This is an optimization exercise on Yosys and OpenROAD, whose aim is small area, a short achievable clock period and few clock cycles per item, not a production implementation.
Function was checked by simulation only, so behaviour that the tests miss may differ from the original.
Power is estimated from default activity; no workload was simulated.

<file path="flow/design.v">
`timescale 1ns/1ps
module RGB2YUV (start, clk, rst_n, inportR, inportG, inportB, done, outportY, outportU, outportV);
	input start, clk, rst_n;
	input [8:0] inportR, inportG, inportB;
	output done;
	output reg [8:0] outportY, outportU, outportV;
	wire [8:0] y, u, v;
	wire n_inportR_0 = ~inportR[0];
	wire n_inportR_1 = ~inportR[1];
	wire n_inportR_2 = ~inportR[2];
	wire n_inportR_3 = ~inportR[3];
	wire n_inportR_4 = ~inportR[4];
	wire n_inportR_5 = ~inportR[5];
	wire n_inportR_6 = ~inportR[6];
	wire n_inportR_7 = ~inportR[7];
	wire s1;
	wire c2;
	assign s1 = inportR[2] ^ inportR[0] ^ n_inportR_4;
	assign c2 = (inportR[2] & inportR[0]) | (inportR[2] & n_inportR_4) | (inportR[0] & n_inportR_4);
	wire s3;
	wire c4;
	assign s3 = inportR[3] ^ inportR[1] ^ n_inportR_5;
	assign c4 = (inportR[3] & inportR[1]) | (inportR[3] & n_inportR_5) | (inportR[1] & n_inportR_5);
	wire g5;
	assign g5 = n_inportR_0 & 1'b1;
	wire g6;
	assign g6 = n_inportR_0 | 1'b1;
	wire g7;
	assign g7 = n_inportR_2 & inportR[0];
	wire g8;
	assign g8 = n_inportR_2 | inportR[0];
	wire g9;
	assign g9 = n_inportR_3 & inportR[1];
	wire g10;
	assign g10 = n_inportR_3 | inportR[1];
	wire g11;
	assign g11 = c2 & s3;
	wire g12;
	assign g12 = c2 | s3;
	wire g13;
	assign g13 = n_inportR_1 & g5;
	wire g14;
	assign g14 = n_inportR_1 & g6;
	wire g15;
	assign g15 = g8 & n_inportR_1;
	wire g16;
	assign g16 = g9 | (g10 & g7);
	wire g17;
	assign g17 = g10 & g8;
	wire g18;
	assign g18 = s1 & g9;
	wire g19;
	assign g19 = s1 & g10;
	wire g20;
	assign g20 = g12 & s1;
	wire g21;
	assign g21 = g7 | (g15 & g5);
	wire g22;
	assign g22 = g16 | (g17 & g13);
	wire g23;
	assign g23 = g17 & g14;
	wire g24;
	assign g24 = g18 | (g19 & g7);
	wire g25;
	assign g25 = g19 & g15;
	wire g26;
	assign g26 = g11 | (g20 & g16);
	wire g27;
	assign g27 = g20 & g17;
	wire g28;
	assign g28 = g24 | (g25 & g5);
	wire g29;
	assign g29 = g26 | (g27 & g13);
	wire n_inportG_0 = ~inportG[0];
	wire n_inportG_1 = ~inportG[1];
	wire n_inportG_2 = ~inportG[2];
	wire n_inportG_3 = ~inportG[3];
	wire n_inportG_4 = ~inportG[4];
	wire n_inportG_5 = ~inportG[5];
	wire n_inportG_6 = ~inportG[6];
	wire n_inportG_7 = ~inportG[7];
	wire s30;
	wire c31;
	assign s30 = 1'b1 ^ n_inportG_2 ^ n_inportG_0;
	assign c31 = (1'b1 & n_inportG_2) | (1'b1 & n_inportG_0) | (n_inportG_2 & n_inportG_0);
	wire s32;
	wire c33;
	assign s32 = n_inportG_3 ^ n_inportG_1 ^ c31;
	assign c33 = (n_inportG_3 & n_inportG_1) | (n_inportG_3 & c31) | (n_inportG_1 & c31);
	wire s34;
	wire c35;
	assign s34 = inportG[0] ^ n_inportG_4 ^ n_inportG_2;
	assign c35 = (inportG[0] & n_inportG_4) | (inportG[0] & n_inportG_2) | (n_inportG_4 & n_inportG_2);
	wire s36;
	wire c37;
	assign s36 = inportG[1] ^ n_inportG_5 ^ n_inportG_3;
	assign c37 = (inportG[1] & n_inportG_5) | (inportG[1] & n_inportG_3) | (n_inportG_5 & n_inportG_3);
	wire s38;
	wire c39;
	assign s38 = inportG[2] ^ inportG[0] ^ n_inportG_6;
	assign c39 = (inportG[2] & inportG[0]) | (inportG[2] & n_inportG_6) | (inportG[0] & n_inportG_6);
	wire s40;
	wire c41;
	assign s40 = n_inportG_4 ^ c37 ^ s38;
	assign c41 = (n_inportG_4 & c37) | (n_inportG_4 & s38) | (c37 & s38);
	wire g42;
	assign g42 = n_inportG_0 & 1'b1;
	wire g43;
	assign g43 = n_inportG_0 | 1'b1;
	wire g44;
	assign g44 = c33 & s34;
	wire g45;
	assign g45 = c33 | s34;
	wire g46;
	assign g46 = c35 & s36;
	wire g47;
	assign g47 = c35 | s36;
	wire g48;
	assign g48 = n_inportG_1 & g42;
	wire g49;
	assign g49 = n_inportG_1 & g43;
	wire g50;
	assign g50 = s30 & n_inportG_1;
	wire g51;
	assign g51 = s32 & s30;
	wire g52;
	assign g52 = g45 & s32;
	wire g53;
	assign g53 = g46 | (g47 & g44);
	wire g54;
	assign g54 = g47 & g45;
	wire g55;
	assign g55 = s40 & g46;
	wire g56;
	assign g56 = s40 & g47;
	wire g57;
	assign g57 = g50 & g42;
	wire g58;
	assign g58 = g51 & g48;
	wire g59;
	assign g59 = g51 & g49;
	wire g60;
	assign g60 = g52 & g50;
	wire g61;
	assign g61 = g54 & g51;
	wire g62;
	assign g62 = g55 | (g56 & g44);
	wire g63;
	assign g63 = g56 & g52;
	wire g64;
	assign g64 = g44 | (g60 & g42);
	wire g65;
	assign g65 = g53 | (g61 & g48);
	wire g66;
	assign g66 = g62 | (g63 & g57);
	wire n_inportB_0 = ~inportB[0];
	wire n_inportB_1 = ~inportB[1];
	wire n_inportB_2 = ~inportB[2];
	wire n_inportB_3 = ~inportB[3];
	wire n_inportB_4 = ~inportB[4];
	wire n_inportB_5 = ~inportB[5];
	wire n_inportB_6 = ~inportB[6];
	wire n_inportB_7 = ~inportB[7];
	wire s67;
	wire c68;
	assign s67 = inportB[2] ^ 1'b1 ^ n_inportB_0;
	assign c68 = (inportB[2] & 1'b1) | (inportB[2] & n_inportB_0) | (1'b1 & n_inportB_0);
	wire s69;
	wire c70;
	assign s69 = inportB[3] ^ n_inportB_1 ^ c68;
	assign c70 = (inportB[3] & n_inportB_1) | (inportB[3] & c68) | (n_inportB_1 & c68);
	wire s71;
	wire c72;
	assign s71 = inportB[4] ^ n_inportB_2 ^ c70;
	assign c72 = (inportB[4] & n_inportB_2) | (inportB[4] & c70) | (n_inportB_2 & c70);
	wire s73;
	wire c74;
	assign s73 = inportB[5] ^ inportB[0] ^ n_inportB_3;
	assign c74 = (inportB[5] & inportB[0]) | (inportB[5] & n_inportB_3) | (inportB[0] & n_inportB_3);
	wire s75;
	wire c76;
	assign s75 = inportB[6] ^ inportB[1] ^ n_inportB_4;
	assign c76 = (inportB[6] & inportB[1]) | (inportB[6] & n_inportB_4) | (inportB[1] & n_inportB_4);
	wire s77;
	wire c78;
	assign s77 = inportB[7] ^ inportB[2] ^ n_inportB_5;
	assign c78 = (inportB[7] & inportB[2]) | (inportB[7] & n_inportB_5) | (inportB[2] & n_inportB_5);
	wire g79;
	assign g79 = c72 & s73;
	wire g80;
	assign g80 = c72 | s73;
	wire g81;
	assign g81 = c74 & s75;
	wire g82;
	assign g82 = c74 | s75;
	wire g83;
	assign g83 = c76 & s77;
	wire g84;
	assign g84 = c76 | s77;
	wire g85;
	assign g85 = inportB[1] & inportB[0];
	wire g86;
	assign g86 = s67 & inportB[1];
	wire g87;
	assign g87 = s69 & s67;
	wire g88;
	assign g88 = s71 & s69;
	wire g89;
	assign g89 = g80 & s71;
	wire g90;
	assign g90 = g81 | (g82 & g79);
	wire g91;
	assign g91 = g82 & g80;
	wire g92;
	assign g92 = g83 | (g84 & g81);
	wire g93;
	assign g93 = g84 & g82;
	wire g94;
	assign g94 = g87 & g85;
	wire g95;
	assign g95 = g88 & g86;
	wire g96;
	assign g96 = g89 & g87;
	wire g97;
	assign g97 = g91 & g88;
	wire g98;
	assign g98 = g92 | (g93 & g79);
	wire g99;
	assign g99 = g93 & g89;
	wire g100;
	assign g100 = g99 & g94;
	wire [8:0] sg_y;
	function [8:0] f_y;
		input [2:0] s;
		case (s)
			3'd0: f_y = 9'd494;
			3'd1: f_y = 9'd418;
			3'd2: f_y = 9'd344;
			3'd3: f_y = 9'd268;
			3'd4: f_y = 9'd465;
			3'd5: f_y = 9'd389;
			3'd6: f_y = 9'd315;
			3'd7: f_y = 9'd239;
			default: f_y = 9'd0;
		endcase
	endfunction
	assign sg_y = f_y({inportB[8], inportG[8], inportR[8]});
	wire s101;
	wire c102;
	assign s101 = inportR[4] ^ inportR[2] ^ inportG[3];
	assign c102 = (inportR[4] & inportR[2]) | (inportR[4] & inportG[3]) | (inportR[2] & inportG[3]);
	wire s103;
	wire c104;
	assign s103 = inportG[1] ^ inportB[3] ^ n_inportR_6;
	assign c104 = (inportG[1] & inportB[3]) | (inportG[1] & n_inportR_6) | (inportB[3] & n_inportR_6);
	wire s105;
	wire c106;
	assign s105 = n_inportG_7 ^ n_inportG_5 ^ n_inportB_6;
	assign c106 = (n_inportG_7 & n_inportG_5) | (n_inportG_7 & n_inportB_6) | (n_inportG_5 & n_inportB_6);
	wire s107;
	wire c108;
	assign s107 = sg_y[0] ^ c4 ^ c39;
	assign c108 = (sg_y[0] & c4) | (sg_y[0] & c39) | (c4 & c39);
	wire s109;
	wire c110;
	assign s109 = c78 ^ s101 ^ s103;
	assign c110 = (c78 & s101) | (c78 & s103) | (s101 & s103);
	wire s111;
	wire c112;
	assign s111 = s105 ^ s107 ^ c41;
	assign c112 = (s105 & s107) | (s105 & c41) | (s107 & c41);
	wire s113;
	wire c114;
	assign s113 = s109 ^ g29 ^ s111;
	assign c114 = (s109 & g29) | (s109 & s111) | (g29 & s111);
	wire s115;
	wire c116;
	assign s115 = g66 ^ g98 ^ s113;
	assign c116 = (g66 & g98) | (g66 & s113) | (g98 & s113);
	wire s117;
	wire c118;
	assign s117 = inportR[5] ^ inportR[3] ^ inportG[4];
	assign c118 = (inportR[5] & inportR[3]) | (inportR[5] & inportG[4]) | (inportR[3] & inportG[4]);
	wire s119;
	wire c120;
	assign s119 = inportG[2] ^ inportB[4] ^ n_inportR_7;
	assign c120 = (inportG[2] & inportB[4]) | (inportG[2] & n_inportR_7) | (inportB[4] & n_inportR_7);
	wire s121;
	wire c122;
	assign s121 = n_inportG_6 ^ n_inportB_7 ^ sg_y[1];
	assign c122 = (n_inportG_6 & n_inportB_7) | (n_inportG_6 & sg_y[1]) | (n_inportB_7 & sg_y[1]);
	wire s123;
	wire c124;
	assign s123 = c102 ^ c104 ^ c106;
	assign c124 = (c102 & c104) | (c102 & c106) | (c104 & c106);
	wire s125;
	wire c126;
	assign s125 = s117 ^ s119 ^ s121;
	assign c126 = (s117 & s119) | (s117 & s121) | (s119 & s121);
	wire s127;
	wire c128;
	assign s127 = c108 ^ s123 ^ c110;
	assign c128 = (c108 & s123) | (c108 & c110) | (s123 & c110);
	wire s129;
	wire c130;
	assign s129 = s125 ^ c112 ^ s127;
	assign c130 = (s125 & c112) | (s125 & s127) | (c112 & s127);
	wire s131;
	wire c132;
	assign s131 = c114 ^ s129 ^ c116;
	assign c132 = (c114 & s129) | (c114 & c116) | (s129 & c116);
	wire s133;
	wire c134;
	assign s133 = inportR[6] ^ inportR[4] ^ inportG[5];
	assign c134 = (inportR[6] & inportR[4]) | (inportR[6] & inportG[5]) | (inportR[4] & inportG[5]);
	wire s135;
	wire c136;
	assign s135 = inportG[3] ^ inportB[5] ^ n_inportG_7;
	assign c136 = (inportG[3] & inportB[5]) | (inportG[3] & n_inportG_7) | (inportB[5] & n_inportG_7);
	wire s137;
	wire c138;
	assign s137 = sg_y[2] ^ c118 ^ c120;
	assign c138 = (sg_y[2] & c118) | (sg_y[2] & c120) | (c118 & c120);
	wire s139;
	wire c140;
	assign s139 = s133 ^ s135 ^ c122;
	assign c140 = (s133 & s135) | (s133 & c122) | (s135 & c122);
	wire s141;
	wire c142;
	assign s141 = c124 ^ s137 ^ s139;
	assign c142 = (c124 & s137) | (c124 & s139) | (s137 & s139);
	wire s143;
	wire c144;
	assign s143 = c126 ^ c128 ^ s141;
	assign c144 = (c126 & c128) | (c126 & s141) | (c128 & s141);
	wire s145;
	wire c146;
	assign s145 = c130 ^ s143 ^ c132;
	assign c146 = (c130 & s143) | (c130 & c132) | (s143 & c132);
	wire s147;
	wire c148;
	assign s147 = inportR[7] ^ inportR[5] ^ inportG[6];
	assign c148 = (inportR[7] & inportR[5]) | (inportR[7] & inportG[6]) | (inportR[5] & inportG[6]);
	wire s149;
	wire c150;
	assign s149 = inportG[4] ^ inportB[6] ^ sg_y[3];
	assign c150 = (inportG[4] & inportB[6]) | (inportG[4] & sg_y[3]) | (inportB[6] & sg_y[3]);
	wire s151;
	wire c152;
	assign s151 = c134 ^ c136 ^ s147;
	assign c152 = (c134 & c136) | (c134 & s147) | (c136 & s147);
	wire s153;
	wire c154;
	assign s153 = s149 ^ c138 ^ s151;
	assign c154 = (s149 & c138) | (s149 & s151) | (c138 & s151);
	wire s155;
	wire c156;
	assign s155 = c140 ^ s153 ^ c142;
	assign c156 = (c140 & s153) | (c140 & c142) | (s153 & c142);
	wire s157;
	wire c158;
	assign s157 = c144 ^ s155 ^ c146;
	assign c158 = (c144 & s155) | (c144 & c146) | (s155 & c146);
	wire s159;
	wire c160;
	assign s159 = inportR[6] ^ inportG[7] ^ inportG[5];
	assign c160 = (inportR[6] & inportG[7]) | (inportR[6] & inportG[5]) | (inportG[7] & inportG[5]);
	wire s161;
	wire c162;
	assign s161 = inportB[7] ^ sg_y[4] ^ c148;
	assign c162 = (inportB[7] & sg_y[4]) | (inportB[7] & c148) | (sg_y[4] & c148);
	wire s163;
	wire c164;
	assign s163 = s159 ^ c150 ^ c152;
	assign c164 = (s159 & c150) | (s159 & c152) | (c150 & c152);
	wire s165;
	wire c166;
	assign s165 = s161 ^ c154 ^ s163;
	assign c166 = (s161 & c154) | (s161 & s163) | (c154 & s163);
	wire s167;
	wire c168;
	assign s167 = s165 ^ c156 ^ c158;
	assign c168 = (s165 & c156) | (s165 & c158) | (c156 & c158);
	wire s169;
	wire c170;
	assign s169 = inportR[7] ^ inportG[6] ^ sg_y[5];
	assign c170 = (inportR[7] & inportG[6]) | (inportR[7] & sg_y[5]) | (inportG[6] & sg_y[5]);
	wire s171;
	wire c172;
	assign s171 = c160 ^ c162 ^ s169;
	assign c172 = (c160 & c162) | (c160 & s169) | (c162 & s169);
	wire s173;
	wire c174;
	assign s173 = c164 ^ s171 ^ c166;
	assign c174 = (c164 & s171) | (c164 & c166) | (s171 & c166);
	wire s175;
	wire c176;
	assign s175 = inportG[7] ^ sg_y[6] ^ c170;
	assign c176 = (inportG[7] & sg_y[6]) | (inportG[7] & c170) | (sg_y[6] & c170);
	wire s177;
	wire c178;
	assign s177 = s175 ^ c172 ^ c174;
	assign c178 = (s175 & c172) | (s175 & c174) | (c172 & c174);
	wire s179;
	wire c180;
	assign s179 = sg_y[7] ^ c176 ^ c178;
	assign c180 = (sg_y[7] & c176) | (sg_y[7] & c178) | (c176 & c178);
	wire g181;
	assign g181 = c168 & s173;
	wire g182;
	assign g182 = c168 | s173;
	wire g183;
	assign g183 = s131 & s115;
	wire g184;
	assign g184 = s145 & s131;
	wire g185;
	assign g185 = s157 & s145;
	wire g186;
	assign g186 = s167 & s157;
	wire g187;
	assign g187 = g182 & s167;
	wire g188;
	assign g188 = s177 & g181;
	wire g189;
	assign g189 = s177 & g182;
	wire g190;
	assign g190 = s179 & s177;
	wire g191;
	assign g191 = g185 & g183;
	wire g192;
	assign g192 = g186 & g184;
	wire g193;
	assign g193 = g187 & g185;
	wire g194;
	assign g194 = g189 & g186;
	wire g195;
	assign g195 = g190 & g181;
	wire g196;
	assign g196 = g190 & g187;
	wire g197;
	assign g197 = g196 & g191;
	assign y = {(sg_y[8] ^ c180 ^ g195), (s179 ^ g188), (s177 ^ g181), (c168 ^ s173), (s167), (s157), (s145), (s131), (s115)};
	wire s198;
	wire c199;
	assign s198 = inportR[4] ^ inportR[2] ^ inportR[0];
	assign c199 = (inportR[4] & inportR[2]) | (inportR[4] & inportR[0]) | (inportR[2] & inportR[0]);
	wire s200;
	wire c201;
	assign s200 = inportR[5] ^ inportR[3] ^ inportR[1];
	assign c201 = (inportR[5] & inportR[3]) | (inportR[5] & inportR[1]) | (inportR[3] & inportR[1]);
	wire s202;
	wire c203;
	assign s202 = inportR[6] ^ inportR[4] ^ inportR[2];
	assign c203 = (inportR[6] & inportR[4]) | (inportR[6] & inportR[2]) | (inportR[4] & inportR[2]);
	wire s204;
	wire c205;
	assign s204 = 1'b1 ^ n_inportR_0 ^ c201;
	assign c205 = (1'b1 & n_inportR_0) | (1'b1 & c201) | (n_inportR_0 & c201);
	wire s206;
	wire c207;
	assign s206 = inportR[7] ^ inportR[5] ^ inportR[3];
	assign c207 = (inportR[7] & inportR[5]) | (inportR[7] & inportR[3]) | (inportR[5] & inportR[3]);
	wire s208;
	wire c209;
	assign s208 = n_inportR_1 ^ c203 ^ s206;
	assign c209 = (n_inportR_1 & c203) | (n_inportR_1 & s206) | (c203 & s206);
	wire g210;
	assign g210 = inportR[2] & inportR[0];
	wire g211;
	assign g211 = inportR[2] | inportR[0];
	wire g212;
	assign g212 = inportR[3] & inportR[1];
	wire g213;
	assign g213 = inportR[3] | inportR[1];
	wire g214;
	assign g214 = c199 & s200;
	wire g215;
	assign g215 = c199 | s200;
	wire g216;
	assign g216 = s202 & s204;
	wire g217;
	assign g217 = s202 | s204;
	wire g218;
	assign g218 = c205 & s208;
	wire g219;
	assign g219 = c205 | s208;
	wire g220;
	assign g220 = inportR[1] & inportR[0];
	wire g221;
	assign g221 = g211 & inportR[1];
	wire g222;
	assign g222 = g212 | (g213 & g210);
	wire g223;
	assign g223 = g213 & g211;
	wire g224;
	assign g224 = s198 & g212;
	wire g225;
	assign g225 = s198 & g213;
	wire g226;
	assign g226 = g215 & s198;
	wire g227;
	assign g227 = g216 | (g217 & g214);
	wire g228;
	assign g228 = g217 & g215;
	wire g229;
	assign g229 = g218 | (g219 & g216);
	wire g230;
	assign g230 = g219 & g217;
	wire g231;
	assign g231 = g223 & g220;
	wire g232;
	assign g232 = g224 | (g225 & g210);
	wire g233;
	assign g233 = g225 & g221;
	wire g234;
	assign g234 = g214 | (g226 & g222);
	wire g235;
	assign g235 = g226 & g223;
	wire g236;
	assign g236 = g227 | (g228 & g224);
	wire g237;
	assign g237 = g228 & g225;
	wire g238;
	assign g238 = g229 | (g230 & g214);
	wire g239;
	assign g239 = g230 & g226;
	wire g240;
	assign g240 = g236 | (g237 & g210);
	wire g241;
	assign g241 = g238 | (g239 & g222);
	wire g242;
	assign g242 = g239 & g231;
	wire s243;
	wire c244;
	assign s243 = 1'b1 ^ n_inportG_2 ^ n_inportG_0;
	assign c244 = (1'b1 & n_inportG_2) | (1'b1 & n_inportG_0) | (n_inportG_2 & n_inportG_0);
	wire s245;
	wire c246;
	assign s245 = n_inportG_3 ^ n_inportG_1 ^ c244;
	assign c246 = (n_inportG_3 & n_inportG_1) | (n_inportG_3 & c244) | (n_inportG_1 & c244);
	wire s247;
	wire c248;
	assign s247 = 1'b1 ^ n_inportG_4 ^ n_inportG_2;
	assign c248 = (1'b1 & n_inportG_4) | (1'b1 & n_inportG_2) | (n_inportG_4 & n_inportG_2);
	wire s249;
	wire c250;
	assign s249 = n_inportG_0 ^ s247 ^ c246;
	assign c250 = (n_inportG_0 & s247) | (n_inportG_0 & c246) | (s247 & c246);
	wire s251;
	wire c252;
	assign s251 = n_inportG_5 ^ n_inportG_3 ^ n_inportG_1;
	assign c252 = (n_inportG_5 & n_inportG_3) | (n_inportG_5 & n_inportG_1) | (n_inportG_3 & n_inportG_1);
	wire s253;
	wire c254;
	assign s253 = c248 ^ s251 ^ c250;
	assign c254 = (c248 & s251) | (c248 & c250) | (s251 & c250);
	wire g255;
	assign g255 = n_inportG_0 & 1'b1;
	wire g256;
	assign g256 = n_inportG_0 | 1'b1;
	wire g257;
	assign g257 = n_inportG_1 & g255;
	wire g258;
	assign g258 = n_inportG_1 & g256;
	wire g259;
	assign g259 = s243 & n_inportG_1;
	wire g260;
	assign g260 = s245 & s243;
	wire g261;
	assign g261 = s249 & s245;
	wire g262;
	assign g262 = s253 & s249;
	wire g263;
	assign g263 = g259 & g255;
	wire g264;
	assign g264 = g260 & g257;
	wire g265;
	assign g265 = g260 & g258;
	wire g266;
	assign g266 = g261 & g259;
	wire g267;
	assign g267 = g262 & g260;
	wire g268;
	assign g268 = g266 & g255;
	wire g269;
	assign g269 = g267 & g257;
	wire [8:0] sg_u;
	function [8:0] f_u;
		input [2:0] s;
		case (s)
			3'd0: f_u = 9'd492;
			3'd1: f_u = 9'd364;
			3'd2: f_u = 9'd23;
			3'd3: f_u = 9'd407;
			3'd4: f_u = 9'd64;
			3'd5: f_u = 9'd448;
			3'd6: f_u = 9'd107;
			3'd7: f_u = 9'd491;
			default: f_u = 9'd0;
		endcase
	endfunction
	assign sg_u = f_u({inportG[8], inportR[8], inportB[8]});
	wire s270;
	wire c271;
	assign s270 = inportB[1] ^ inportR[6] ^ inportR[4];
	assign c271 = (inportB[1] & inportR[6]) | (inportB[1] & inportR[4]) | (inportR[6] & inportR[4]);
	wire s272;
	wire c273;
	assign s272 = n_inportR_2 ^ n_inportG_6 ^ n_inportG_4;
	assign c273 = (n_inportR_2 & n_inportG_6) | (n_inportR_2 & n_inportG_4) | (n_inportG_6 & n_inportG_4);
	wire s274;
	wire c275;
	assign s274 = n_inportG_2 ^ sg_u[0] ^ c207;
	assign c275 = (n_inportG_2 & sg_u[0]) | (n_inportG_2 & c207) | (sg_u[0] & c207);
	wire s276;
	wire c277;
	assign s276 = c252 ^ s270 ^ s272;
	assign c277 = (c252 & s270) | (c252 & s272) | (s270 & s272);
	wire s278;
	wire c279;
	assign s278 = c209 ^ s274 ^ s276;
	assign c279 = (c209 & s274) | (c209 & s276) | (s274 & s276);
	wire s280;
	wire c281;
	assign s280 = s278 ^ c254 ^ g241;
	assign c281 = (s278 & c254) | (s278 & g241) | (c254 & g241);
	wire s282;
	wire c283;
	assign s282 = inportB[2] ^ inportR[7] ^ inportR[5];
	assign c283 = (inportB[2] & inportR[7]) | (inportB[2] & inportR[5]) | (inportR[7] & inportR[5]);
	wire s284;
	wire c285;
	assign s284 = n_inportR_3 ^ n_inportG_7 ^ n_inportG_5;
	assign c285 = (n_inportR_3 & n_inportG_7) | (n_inportR_3 & n_inportG_5) | (n_inportG_7 & n_inportG_5);
	wire s286;
	wire c287;
	assign s286 = n_inportG_3 ^ sg_u[1] ^ c271;
	assign c287 = (n_inportG_3 & sg_u[1]) | (n_inportG_3 & c271) | (sg_u[1] & c271);
	wire s288;
	wire c289;
	assign s288 = c273 ^ s282 ^ s284;
	assign c289 = (c273 & s282) | (c273 & s284) | (s282 & s284);
	wire s290;
	wire c291;
	assign s290 = c275 ^ s286 ^ c277;
	assign c291 = (c275 & s286) | (c275 & c277) | (s286 & c277);
	wire s292;
	wire c293;
	assign s292 = s288 ^ c279 ^ s290;
	assign c293 = (s288 & c279) | (s288 & s290) | (c279 & s290);
	wire s294;
	wire c295;
	assign s294 = inportB[3] ^ inportR[6] ^ n_inportR_4;
	assign c295 = (inportB[3] & inportR[6]) | (inportB[3] & n_inportR_4) | (inportR[6] & n_inportR_4);
	wire s296;
	wire c297;
	assign s296 = n_inportG_6 ^ n_inportG_4 ^ sg_u[2];
	assign c297 = (n_inportG_6 & n_inportG_4) | (n_inportG_6 & sg_u[2]) | (n_inportG_4 & sg_u[2]);
	wire s298;
	wire c299;
	assign s298 = c283 ^ c285 ^ s294;
	assign c299 = (c283 & c285) | (c283 & s294) | (c285 & s294);
	wire s300;
	wire c301;
	assign s300 = c287 ^ s296 ^ c289;
	assign c301 = (c287 & s296) | (c287 & c289) | (s296 & c289);
	wire s302;
	wire c303;
	assign s302 = s298 ^ c291 ^ s300;
	assign c303 = (s298 & c291) | (s298 & s300) | (c291 & s300);
	wire s304;
	wire c305;
	assign s304 = inportB[4] ^ inportR[7] ^ n_inportR_5;
	assign c305 = (inportB[4] & inportR[7]) | (inportB[4] & n_inportR_5) | (inportR[7] & n_inportR_5);
	wire s306;
	wire c307;
	assign s306 = n_inportG_7 ^ n_inportG_5 ^ sg_u[3];
	assign c307 = (n_inportG_7 & n_inportG_5) | (n_inportG_7 & sg_u[3]) | (n_inportG_5 & sg_u[3]);
	wire s308;
	wire c309;
	assign s308 = c295 ^ s304 ^ c297;
	assign c309 = (c295 & s304) | (c295 & c297) | (s304 & c297);
	wire s310;
	wire c311;
	assign s310 = s306 ^ c299 ^ s308;
	assign c311 = (s306 & c299) | (s306 & s308) | (c299 & s308);
	wire s312;
	wire c313;
	assign s312 = c301 ^ s310 ^ c303;
	assign c313 = (c301 & s310) | (c301 & c303) | (s310 & c303);
	wire s314;
	wire c315;
	assign s314 = inportB[5] ^ n_inportR_6 ^ n_inportG_6;
	assign c315 = (inportB[5] & n_inportR_6) | (inportB[5] & n_inportG_6) | (n_inportR_6 & n_inportG_6);
	wire s316;
	wire c317;
	assign s316 = sg_u[4] ^ c305 ^ s314;
	assign c317 = (sg_u[4] & c305) | (sg_u[4] & s314) | (c305 & s314);
	wire s318;
	wire c319;
	assign s318 = c307 ^ s316 ^ c309;
	assign c319 = (c307 & s316) | (c307 & c309) | (s316 & c309);
	wire s320;
	wire c321;
	assign s320 = c311 ^ s318 ^ c313;
	assign c321 = (c311 & s318) | (c311 & c313) | (s318 & c313);
	wire s322;
	wire c323;
	assign s322 = inportB[6] ^ n_inportR_7 ^ n_inportG_7;
	assign c323 = (inportB[6] & n_inportR_7) | (inportB[6] & n_inportG_7) | (n_inportR_7 & n_inportG_7);
	wire s324;
	wire c325;
	assign s324 = sg_u[5] ^ c315 ^ s322;
	assign c325 = (sg_u[5] & c315) | (sg_u[5] & s322) | (c315 & s322);
	wire s326;
	wire c327;
	assign s326 = c317 ^ s324 ^ c319;
	assign c327 = (c317 & s324) | (c317 & c319) | (s324 & c319);
	wire s328;
	wire c329;
	assign s328 = inportB[7] ^ sg_u[6] ^ c323;
	assign c329 = (inportB[7] & sg_u[6]) | (inportB[7] & c323) | (sg_u[6] & c323);
	wire s330;
	wire c331;
	assign s330 = s328 ^ c325 ^ c327;
	assign c331 = (s328 & c325) | (s328 & c327) | (c325 & c327);
	wire s332;
	wire c333;
	assign s332 = sg_u[7] ^ c329 ^ c331;
	assign c333 = (sg_u[7] & c329) | (sg_u[7] & c331) | (c329 & c331);
	wire g334;
	assign g334 = g269 & s280;
	wire g335;
	assign g335 = g269 | s280;
	wire g336;
	assign g336 = c281 & s292;
	wire g337;
	assign g337 = c281 | s292;
	wire g338;
	assign g338 = c293 & s302;
	wire g339;
	assign g339 = c293 | s302;
	wire g340;
	assign g340 = c321 & s326;
	wire g341;
	assign g341 = c321 | s326;
	wire g342;
	assign g342 = g336 | (g337 & g334);
	wire g343;
	assign g343 = g337 & g335;
	wire g344;
	assign g344 = g338 | (g339 & g336);
	wire g345;
	assign g345 = g339 & g337;
	wire g346;
	assign g346 = s312 & g338;
	wire g347;
	assign g347 = s312 & g339;
	wire g348;
	assign g348 = s320 & s312;
	wire g349;
	assign g349 = g341 & s320;
	wire g350;
	assign g350 = s330 & g340;
	wire g351;
	assign g351 = s330 & g341;
	wire g352;
	assign g352 = s332 & s330;
	wire g353;
	assign g353 = g344 | (g345 & g334);
	wire g354;
	assign g354 = g346 | (g347 & g342);
	wire g355;
	assign g355 = g347 & g343;
	wire g356;
	assign g356 = g348 & g344;
	wire g357;
	assign g357 = g348 & g345;
	wire g358;
	assign g358 = g340 | (g349 & g346);
	wire g359;
	assign g359 = g349 & g347;
	wire g360;
	assign g360 = g351 & g348;
	wire g361;
	assign g361 = g352 & g340;
	wire g362;
	assign g362 = g352 & g349;
	wire g363;
	assign g363 = g356 | (g357 & g334);
	wire g364;
	assign g364 = g358 | (g359 & g342);
	wire g365;
	assign g365 = g350 | (g360 & g353);
	wire g366;
	assign g366 = g361 | (g362 & g354);
	wire g367;
	assign g367 = g362 & g355;
	assign u = {(sg_u[8] ^ c333 ^ g366), (s332 ^ g365), (s330 ^ g364), (c321 ^ s326 ^ g363), (s320 ^ g354), (s312 ^ g353), (c293 ^ s302 ^ g342), (c281 ^ s292 ^ g334), (g269 ^ s280)};
	wire s368;
	wire c369;
	assign s368 = inportG[4] ^ inportG[2] ^ inportG[0];
	assign c369 = (inportG[4] & inportG[2]) | (inportG[4] & inportG[0]) | (inportG[2] & inportG[0]);
	wire s370;
	wire c371;
	assign s370 = inportG[5] ^ inportG[3] ^ inportG[1];
	assign c371 = (inportG[5] & inportG[3]) | (inportG[5] & inportG[1]) | (inportG[3] & inportG[1]);
	wire s372;
	wire c373;
	assign s372 = inportG[6] ^ inportG[4] ^ inportG[2];
	assign c373 = (inportG[6] & inportG[4]) | (inportG[6] & inportG[2]) | (inportG[4] & inportG[2]);
	wire s374;
	wire c375;
	assign s374 = inportG[7] ^ inportG[5] ^ inportG[3];
	assign c375 = (inportG[7] & inportG[5]) | (inportG[7] & inportG[3]) | (inportG[5] & inportG[3]);
	wire s376;
	wire c377;
	assign s376 = 1'b1 ^ n_inportG_0 ^ c373;
	assign c377 = (1'b1 & n_inportG_0) | (1'b1 & c373) | (n_inportG_0 & c373);
	wire g378;
	assign g378 = inportG[2] & inportG[0];
	wire g379;
	assign g379 = inportG[2] | inportG[0];
	wire g380;
	assign g380 = inportG[3] & inportG[1];
	wire g381;
	assign g381 = inportG[3] | inportG[1];
	wire g382;
	assign g382 = c369 & s370;
	wire g383;
	assign g383 = c369 | s370;
	wire g384;
	assign g384 = c371 & s372;
	wire g385;
	assign g385 = c371 | s372;
	wire g386;
	assign g386 = s374 & s376;
	wire g387;
	assign g387 = s374 | s376;
	wire g388;
	assign g388 = inportG[1] & inportG[0];
	wire g389;
	assign g389 = g379 & inportG[1];
	wire g390;
	assign g390 = g380 | (g381 & g378);
	wire g391;
	assign g391 = g381 & g379;
	wire g392;
	assign g392 = s368 & g380;
	wire g393;
	assign g393 = s368 & g381;
	wire g394;
	assign g394 = g383 & s368;
	wire g395;
	assign g395 = g384 | (g385 & g382);
	wire g396;
	assign g396 = g385 & g383;
	wire g397;
	assign g397 = g386 | (g387 & g384);
	wire g398;
	assign g398 = g387 & g385;
	wire g399;
	assign g399 = g391 & g388;
	wire g400;
	assign g400 = g392 | (g393 & g378);
	wire g401;
	assign g401 = g393 & g389;
	wire g402;
	assign g402 = g382 | (g394 & g390);
	wire g403;
	assign g403 = g394 & g391;
	wire g404;
	assign g404 = g395 | (g396 & g392);
	wire g405;
	assign g405 = g396 & g393;
	wire g406;
	assign g406 = g397 | (g398 & g382);
	wire g407;
	assign g407 = g398 & g394;
	wire g408;
	assign g408 = g404 | (g405 & g378);
	wire g409;
	assign g409 = g406 | (g407 & g390);
	wire g410;
	assign g410 = g407 & g399;
	wire s411;
	wire c412;
	assign s411 = 1'b1 ^ n_inportB_2 ^ n_inportB_0;
	assign c412 = (1'b1 & n_inportB_2) | (1'b1 & n_inportB_0) | (n_inportB_2 & n_inportB_0);
	wire s413;
	wire c414;
	assign s413 = n_inportB_3 ^ n_inportB_1 ^ c412;
	assign c414 = (n_inportB_3 & n_inportB_1) | (n_inportB_3 & c412) | (n_inportB_1 & c412);
	wire s415;
	wire c416;
	assign s415 = n_inportB_4 ^ n_inportB_2 ^ c414;
	assign c416 = (n_inportB_4 & n_inportB_2) | (n_inportB_4 & c414) | (n_inportB_2 & c414);
	wire s417;
	wire c418;
	assign s417 = n_inportB_5 ^ n_inportB_3 ^ c416;
	assign c418 = (n_inportB_5 & n_inportB_3) | (n_inportB_5 & c416) | (n_inportB_3 & c416);
	wire g419;
	assign g419 = n_inportB_0 & 1'b1;
	wire g420;
	assign g420 = n_inportB_0 | 1'b1;
	wire g421;
	assign g421 = n_inportB_1 & g419;
	wire g422;
	assign g422 = n_inportB_1 & g420;
	wire g423;
	assign g423 = s411 & n_inportB_1;
	wire g424;
	assign g424 = s413 & s411;
	wire g425;
	assign g425 = s415 & s413;
	wire g426;
	assign g426 = s417 & s415;
	wire g427;
	assign g427 = g423 & g419;
	wire g428;
	assign g428 = g424 & g421;
	wire g429;
	assign g429 = g424 & g422;
	wire g430;
	assign g430 = g425 & g423;
	wire g431;
	assign g431 = g426 & g424;
	wire g432;
	assign g432 = g430 & g419;
	wire g433;
	assign g433 = g431 & g421;
	wire [8:0] sg_v;
	function [8:0] f_v;
		input [2:0] s;
		case (s)
			3'd0: f_v = 9'd492;
			3'd1: f_v = 9'd364;
			3'd2: f_v = 9'd87;
			3'd3: f_v = 9'd471;
			3'd4: f_v = 9'd0;
			3'd5: f_v = 9'd384;
			3'd6: f_v = 9'd107;
			3'd7: f_v = 9'd491;
			default: f_v = 9'd0;
		endcase
	endfunction
	assign sg_v = f_v({inportB[8], inportG[8], inportR[8]});
	wire s434;
	wire c435;
	assign s434 = inportR[1] ^ inportG[6] ^ inportG[4];
	assign c435 = (inportR[1] & inportG[6]) | (inportR[1] & inportG[4]) | (inportG[6] & inportG[4]);
	wire s436;
	wire c437;
	assign s436 = n_inportG_1 ^ n_inportB_6 ^ n_inportB_4;
	assign c437 = (n_inportG_1 & n_inportB_6) | (n_inportG_1 & n_inportB_4) | (n_inportB_6 & n_inportB_4);
	wire s438;
	wire c439;
	assign s438 = sg_v[0] ^ c375 ^ s434;
	assign c439 = (sg_v[0] & c375) | (sg_v[0] & s434) | (c375 & s434);
	wire s440;
	wire c441;
	assign s440 = s436 ^ c377 ^ s438;
	assign c441 = (s436 & c377) | (s436 & s438) | (c377 & s438);
	wire s442;
	wire c443;
	assign s442 = s440 ^ g409 ^ c418;
	assign c443 = (s440 & g409) | (s440 & c418) | (g409 & c418);
	wire s444;
	wire c445;
	assign s444 = inportR[2] ^ inportG[7] ^ inportG[5];
	assign c445 = (inportR[2] & inportG[7]) | (inportR[2] & inportG[5]) | (inportG[7] & inportG[5]);
	wire s446;
	wire c447;
	assign s446 = n_inportG_2 ^ n_inportB_7 ^ n_inportB_5;
	assign c447 = (n_inportG_2 & n_inportB_7) | (n_inportG_2 & n_inportB_5) | (n_inportB_7 & n_inportB_5);
	wire s448;
	wire c449;
	assign s448 = sg_v[1] ^ c435 ^ c437;
	assign c449 = (sg_v[1] & c435) | (sg_v[1] & c437) | (c435 & c437);
	wire s450;
	wire c451;
	assign s450 = s444 ^ s446 ^ c439;
	assign c451 = (s444 & s446) | (s444 & c439) | (s446 & c439);
	wire s452;
	wire c453;
	assign s452 = s448 ^ c441 ^ s450;
	assign c453 = (s448 & c441) | (s448 & s450) | (c441 & s450);
	wire s454;
	wire c455;
	assign s454 = inportR[3] ^ inportG[6] ^ n_inportG_3;
	assign c455 = (inportR[3] & inportG[6]) | (inportR[3] & n_inportG_3) | (inportG[6] & n_inportG_3);
	wire s456;
	wire c457;
	assign s456 = n_inportB_6 ^ sg_v[2] ^ c445;
	assign c457 = (n_inportB_6 & sg_v[2]) | (n_inportB_6 & c445) | (sg_v[2] & c445);
	wire s458;
	wire c459;
	assign s458 = c447 ^ s454 ^ c449;
	assign c459 = (c447 & s454) | (c447 & c449) | (s454 & c449);
	wire s460;
	wire c461;
	assign s460 = s456 ^ c451 ^ s458;
	assign c461 = (s456 & c451) | (s456 & s458) | (c451 & s458);
	wire s462;
	wire c463;
	assign s462 = inportR[4] ^ inportG[7] ^ n_inportG_4;
	assign c463 = (inportR[4] & inportG[7]) | (inportR[4] & n_inportG_4) | (inportG[7] & n_inportG_4);
	wire s464;
	wire c465;
	assign s464 = n_inportB_7 ^ sg_v[3] ^ c455;
	assign c465 = (n_inportB_7 & sg_v[3]) | (n_inportB_7 & c455) | (sg_v[3] & c455);
	wire s466;
	wire c467;
	assign s466 = s462 ^ c457 ^ s464;
	assign c467 = (s462 & c457) | (s462 & s464) | (c457 & s464);
	wire s468;
	wire c469;
	assign s468 = c459 ^ s466 ^ c461;
	assign c469 = (c459 & s466) | (c459 & c461) | (s466 & c461);
	wire s470;
	wire c471;
	assign s470 = inportR[5] ^ n_inportG_5 ^ sg_v[4];
	assign c471 = (inportR[5] & n_inportG_5) | (inportR[5] & sg_v[4]) | (n_inportG_5 & sg_v[4]);
	wire s472;
	wire c473;
	assign s472 = c463 ^ s470 ^ c465;
	assign c473 = (c463 & s470) | (c463 & c465) | (s470 & c465);
	wire s474;
	wire c475;
	assign s474 = c467 ^ s472 ^ c469;
	assign c475 = (c467 & s472) | (c467 & c469) | (s472 & c469);
	wire s476;
	wire c477;
	assign s476 = inportR[6] ^ n_inportG_6 ^ sg_v[5];
	assign c477 = (inportR[6] & n_inportG_6) | (inportR[6] & sg_v[5]) | (n_inportG_6 & sg_v[5]);
	wire s478;
	wire c479;
	assign s478 = c471 ^ s476 ^ c473;
	assign c479 = (c471 & s476) | (c471 & c473) | (s476 & c473);
	wire s480;
	wire c481;
	assign s480 = inportR[7] ^ n_inportG_7 ^ sg_v[6];
	assign c481 = (inportR[7] & n_inportG_7) | (inportR[7] & sg_v[6]) | (n_inportG_7 & sg_v[6]);
	wire s482;
	wire c483;
	assign s482 = c477 ^ s480 ^ c479;
	assign c483 = (c477 & s480) | (c477 & c479) | (s480 & c479);
	wire s484;
	wire c485;
	assign s484 = sg_v[7] ^ c481 ^ c483;
	assign c485 = (sg_v[7] & c481) | (sg_v[7] & c483) | (c481 & c483);
	wire g486;
	assign g486 = g433 & s442;
	wire g487;
	assign g487 = g433 | s442;
	wire g488;
	assign g488 = c443 & s452;
	wire g489;
	assign g489 = c443 | s452;
	wire g490;
	assign g490 = c453 & s460;
	wire g491;
	assign g491 = c453 | s460;
	wire g492;
	assign g492 = c475 & s478;
	wire g493;
	assign g493 = c475 | s478;
	wire g494;
	assign g494 = g488 | (g489 & g486);
	wire g495;
	assign g495 = g489 & g487;
	wire g496;
	assign g496 = g490 | (g491 & g488);
	wire g497;
	assign g497 = g491 & g489;
	wire g498;
	assign g498 = s468 & g490;
	wire g499;
	assign g499 = s468 & g491;
	wire g500;
	assign g500 = s474 & s468;
	wire g501;
	assign g501 = g493 & s474;
	wire g502;
	assign g502 = s482 & g492;
	wire g503;
	assign g503 = s482 & g493;
	wire g504;
	assign g504 = s484 & s482;
	wire g505;
	assign g505 = g496 | (g497 & g486);
	wire g506;
	assign g506 = g498 | (g499 & g494);
	wire g507;
	assign g507 = g499 & g495;
	wire g508;
	assign g508 = g500 & g496;
	wire g509;
	assign g509 = g500 & g497;
	wire g510;
	assign g510 = g492 | (g501 & g498);
	wire g511;
	assign g511 = g501 & g499;
	wire g512;
	assign g512 = g503 & g500;
	wire g513;
	assign g513 = g504 & g492;
	wire g514;
	assign g514 = g504 & g501;
	wire g515;
	assign g515 = g508 | (g509 & g486);
	wire g516;
	assign g516 = g510 | (g511 & g494);
	wire g517;
	assign g517 = g502 | (g512 & g505);
	wire g518;
	assign g518 = g513 | (g514 & g506);
	wire g519;
	assign g519 = g514 & g507;
	assign v = {(sg_v[8] ^ c485 ^ g518), (s484 ^ g517), (s482 ^ g516), (c475 ^ s478 ^ g515), (s474 ^ g506), (s468 ^ g505), (c453 ^ s460 ^ g494), (c443 ^ s452 ^ g486), (g433 ^ s442)};
	assign done = start;
	always @(posedge clk or negedge rst_n) begin
		if (!rst_n) begin
			outportY <= 9'd0;
			outportU <= 9'd0;
			outportV <= 9'd0;
		end else if (start) begin
			outportY <= y;
			outportU <= u;
			outportV <= v;
		end
	end
endmodule
</file>
<file path="flow/run.sh">
#!/bin/bash
# synth_recipe.tcl (not shown) runs the flow's synth.tcl, then flattens the netlist and writes it again
# the make line also repeats each setting of config.mk as NAME=value (left out here)
make -C /OpenROAD-flow-scripts/flow DESIGN_CONFIG=/design/flow/config.mk WORK_HOME=/design/flow/orfs CLKGATE_MAP_FILE= SYNTH_SCRIPT=/design/flow/synth_recipe.tcl finish
</file>
<file path="flow/config.mk">
export PLATFORM = sky130hd
export DESIGN_NAME = RGB2YUV
export DESIGN_NICKNAME = RGB2YUV
export VERILOG_FILES = /design/flow/design.v
export SDC_FILE = /design/flow/constraint.sdc
export NUM_CORES = 4
export LEC_CHECK = 0
export CAP_MARGIN = 20
export CORE_MARGIN = 2
export CORE_UTILIZATION = 40
export SLEW_MARGIN = 20
</file>
<file path="flow/constraint.sdc">
create_clock -name core_clock -period 10.0 [get_ports {clk}]
set_input_delay 2.0000 -clock core_clock [delete_from_list [all_inputs] [get_ports {clk}]]
set_output_delay 2.0000 -clock core_clock [all_outputs]
set_load 0.01 [all_outputs]
</file>
==> notes.md <==
Yosys cell counts:
cell type and instances:
o21bai_1 3, buf_2 2, fa_1 124, maj3_2 3, mux2_2 9, nand3_1 1, nand2b_1 4, dfrtp_1 27
ha_1 43, nor2_1 17, nor3_1 7, o31ai_1 1, xnor2_1 13, a21boi_0 1, clkbuf_1 3, nor3b_1 1
o221ai_1 2, buf_4 1, or2_2 2, nand2_1 10, a21oi_1 22, maj3_1 4, a211o_1 1, or4b_2 1
xor2_1 6, nor2b_1 3, inv_1 161, o21ai_0 9, mux2i_1 10
routing by layer:
metal  track usage  vias to the layer above
met2         0.320                       87
met5             0                        -
met4        0.0309                        0
met3        0.0344                       12
met1         0.234                     1689
li1              -                     1519
state kept, by name, summed over array words and instances, names as in the netlist:
name,flops
outportU,9
outportV,9
outportY,9
cells in the final DEF, fill, tap and decap left out:
| cell type | instances |
|---|---|
| ha_1 | 43 |
| buf_2 | 1 |
| nand3_1 | 1 |
| nand2b_1 | 4 |
| a21boi_0 | 1 |
| mux2i_1 | 10 |
| nor2b_1 | 3 |
| dfrtp_1 | 27 |
| nand2_1 | 10 |
| maj3_1 | 4 |
| mux2_2 | 9 |
| or2_2 | 2 |
| fa_1 | 124 |
| xnor2_1 | 13 |
| nor3b_1 | 1 |
| clkinv_2 | 1 |
| a211o_1 | 1 |
| clkbuf_16 | 3 |
| o21bai_1 | 3 |
| o21ai_0 | 9 |
| inv_1 | 161 |
| o31ai_1 | 1 |
| xor2_1 | 6 |
| clkdlybuf4s50_1 | 56 |
| nor2_1 | 17 |
| nor3_1 | 7 |
| or4b_2 | 1 |
| maj3_2 | 3 |
| buf_4 | 1 |
| o221ai_1 | 2 |
| a21oi_1 | 22 |
final timing paths:
path                        startpoint           to  slack (ns)  cells past startpoint
min in group asynchronous        rst_n  outportY[4]        2.10                      2
max reg2reg                outportU[7]  outportU[7]        9.12                      3
max                         inportG[2]  outportY[7]        2.73                     22
max in group asynchronous        rst_n  outportY[0]        7.63                      2
min                        outportY[3]  outportY[3]        0.51                      1
min reg2reg                outportY[3]  outportY[3]        0.51                      1
final cells by class:
class	count	area (um2)	area share
Sequential cell	27	676	0.112
Timing Repair Buffer	58	573	0.0948
Clock buffer	3	75.1	0.0124
Multi-Input combinational cell	297	3900	0.645
Tap cell	172	215	0.0356
Clock inverter	1	5.00	0.000828
Inverter	161	604	0.100
cell families (layout without fill, tap and decap cells):
group,count (synthesis),count (layout),synth area share
buffers and inverters,167,223,0.122
adder cells (fa/ha/maj),174,174,0.594
AO/OA/AOI/OAI,39,39,0.0421
AND/OR/NAND/NOR,46,46,0.0413
multiplexers,19,19,0.0387
flip-flops,27,27,0.130
XOR/XNOR,19,19,0.0320
power by group through the flow:
| stage | clock, mW | combinational [mW] | sequential, mW |
|---|---|---|---|
| after global routing | 0.102 | 1.23 | 0.211 |
| after global placement | 0 | 1.07 | 0.206 |
| after CTS | 0.0975 | 1.10 | 0.205 |
| after floorplan | 0 | 0.686 | 0.228 |
| final | 0.0929 | 1.06 | 0.203 |
| after detailed placement | 0 | 1.09 | 0.207 |
through the flow:
step | setup WS (ns) | std cells | hold WS [ns]
after floorplan | 3.46 | 491 | 0.547
after global placement | 2.52 | 715 | 0.493
after detailed placement | 2.41 | 715 | 0.502
after CTS | 2.69 | 719 | 0.518
after global routing | 2.36 | 719 | 0.533
final | 2.73 | 719 | 0.509
==> out/results.txt <==
Setup-failing EPs final = 0
CTS resizes = 0
metal3 WL = 656 um
kind of end point of the critical path = flip-flop
class of the worst hold path = flip-flop to flip-flop
final max-slew violation count = 0
fraction of power consumed by sequential logic = 0.149
vias in the first global route = 3771
post-synthesis area per instance = 10.6 um2
DRC = 0
antenna violations before repair = 0
worst skew pair latency = 0.27 ns
Buffers & Inverters on Critical Path = 9
global-route wire length before repair = 19600 um
top routing layer in use = met4
internal cell power = 0.750 mW
die span in x = 118 um
headroom to the max-slew limit = 0.462
Worst Tran Pin Value = 0.807 ns
Seq/Total Area, Yosys = 0.130
CTS HTree Levels = 1
final standard cell area without fillers = 6040 um2
critical path data required time = 10.15 ns
total I/O pin count = 58
number of nets in the synthesized netlist = 688
total negative slack for setup checks = 0 ns
number of nets still failing antenna checks after routing = 0
Post-CTS Setup Inserts = 0
power density cells = 225 nW/um2
number of instances in the synthesized netlist = 491
Max Cap Violations = 0
Sw Pwr = 0.609 mW
number of cell rows = 41
maximum number of pins on one net before global-route repair = 41
crit path max-delay cell type = clkdlybuf4s50_1
crit share post-route = 0.727
clock skew after layout = 0 ns
number of search-and-repair iterations in the first detailed-routing pass = 4
proportion of netlist area held by the largest area contributor = 0.477
Unique masters post-synth = 29
average wire length per cell after detail routing = 15.6 um
Final Core Density = 0.477
result of the run = timing/DRC/antenna clean
total wirelength of the detailed-routed design = 11200 um
RSZ-0062 raised after global routing = false
met2 wirelength from detailed routing = 5860 um
switching part of the total = 0.448
nature of the critical path startpoint = input port
CTS Buf Count = 3
register bit count reported by yosys = 27
DP HPWL = 10100 um
CP Max Fanout = 7
CP Class = input port to flip-flop
Peak Freq = 138 MHz
Total Nets Final = 745
delay contributed by the slowest stage of the critical path = 0.61 ns
top cells by area in the synthesized netlist = fa_1 48%, dfrtp_1 13%, inv_1 12%, ha_1 10%, xnor2_1 2.2%
combinational cell fraction of total power = 0.782
most frequent cell on the critical path = fa_1
number of fillers in the final layout = 1226
P&R area growth vs syn = 16.1%
number of DRC markers after the initial detailed-route iteration = 122
metal1 wirelength = 4530 um
antenna cells = 0
post-layout minimum cycle time = 7.27 ns
total cell area at the placement stage = 5960 um2
hold buffer count at cts = 0
vias per inst = 4.60
floorplan die height = 118 um
Clock power frac = 0.068
cell accounting for the most synthesized area = fa_1
crit path DAT = 7.42 ns
initial standard-cell utilization of the core = 0.411
aggregate global-route resource usage = 0.181
cell leakage power = 2.97 nW
worst IR drop on VDD = 138 uV
maximum number of buffers from clock root to sink = 2
clock sinks = 27
warning count from the yosys run = 1
CTS clock-pin slew for the worst setup and hold paths = 0.07 ns
share of post-route cells with drive strength above 1 = 0.0384
Overflow after GRT = 0
Final Hold Fails = 0
netlist area before placement = 5200 um2
crit-path cells = clkdlybuf4s50_1 -> inv_1 -> fa_1 -> inv_1 -> fa_1 -> inv_1 -> fa_1 -> inv_1 -> fa_1 -> inv_1 -> fa_1 -> fa_1 -> fa_1 -> inv_1 -> fa_1 -> inv_1 -> fa_1 -> inv_1 -> ha_1 -> ha_1 -> xnor2_1 -> mux2_2
I/O Buffers = 57
Total Power = 1.36 mW
area of the die = 13900 um2
clock root buffer master = clkbuf_16
family with the most delay on the worst path = adder cells
core area = 12700 um2
Final Wtd Congestion = 0.905
number of vias after detailed routing = 3307
clock tree from TritonCTS = done
Testbench counts, summed over its fixed seeds: cycles 3,208, items 3,200.

-- static timing again, ports no longer ideal --
Ports are ideal in the flow. The routed layout listed here was re-timed in OpenROAD.
Step 1 sets driving cells, clkbuf_16 on the clock port and buf_2 on the other inputs (assumed; they add their load-dependent delay and slew).
Step 2 also shifts input and output timing later by t, the mid clock arrival at the registers, as if the neighbouring blocks saw the same clock.
Slacks: ideal / step 1 / step 2; pairs: ideal / step 1.
t, ns: 0.297
setup WS [ns]: 2.732 / 2.734 / 2.437
hold slack, ns: 0.509 / 0.509 / 0.509
slew at the worst register clock pin (ns): 0.07 / 0.07
worst slew at a driven data input, ns: 0.04
After both steps this run still meets setup and hold. The setup slack of this run moves by +0.002 ns with the drivers and by -0.295 ns with both steps.
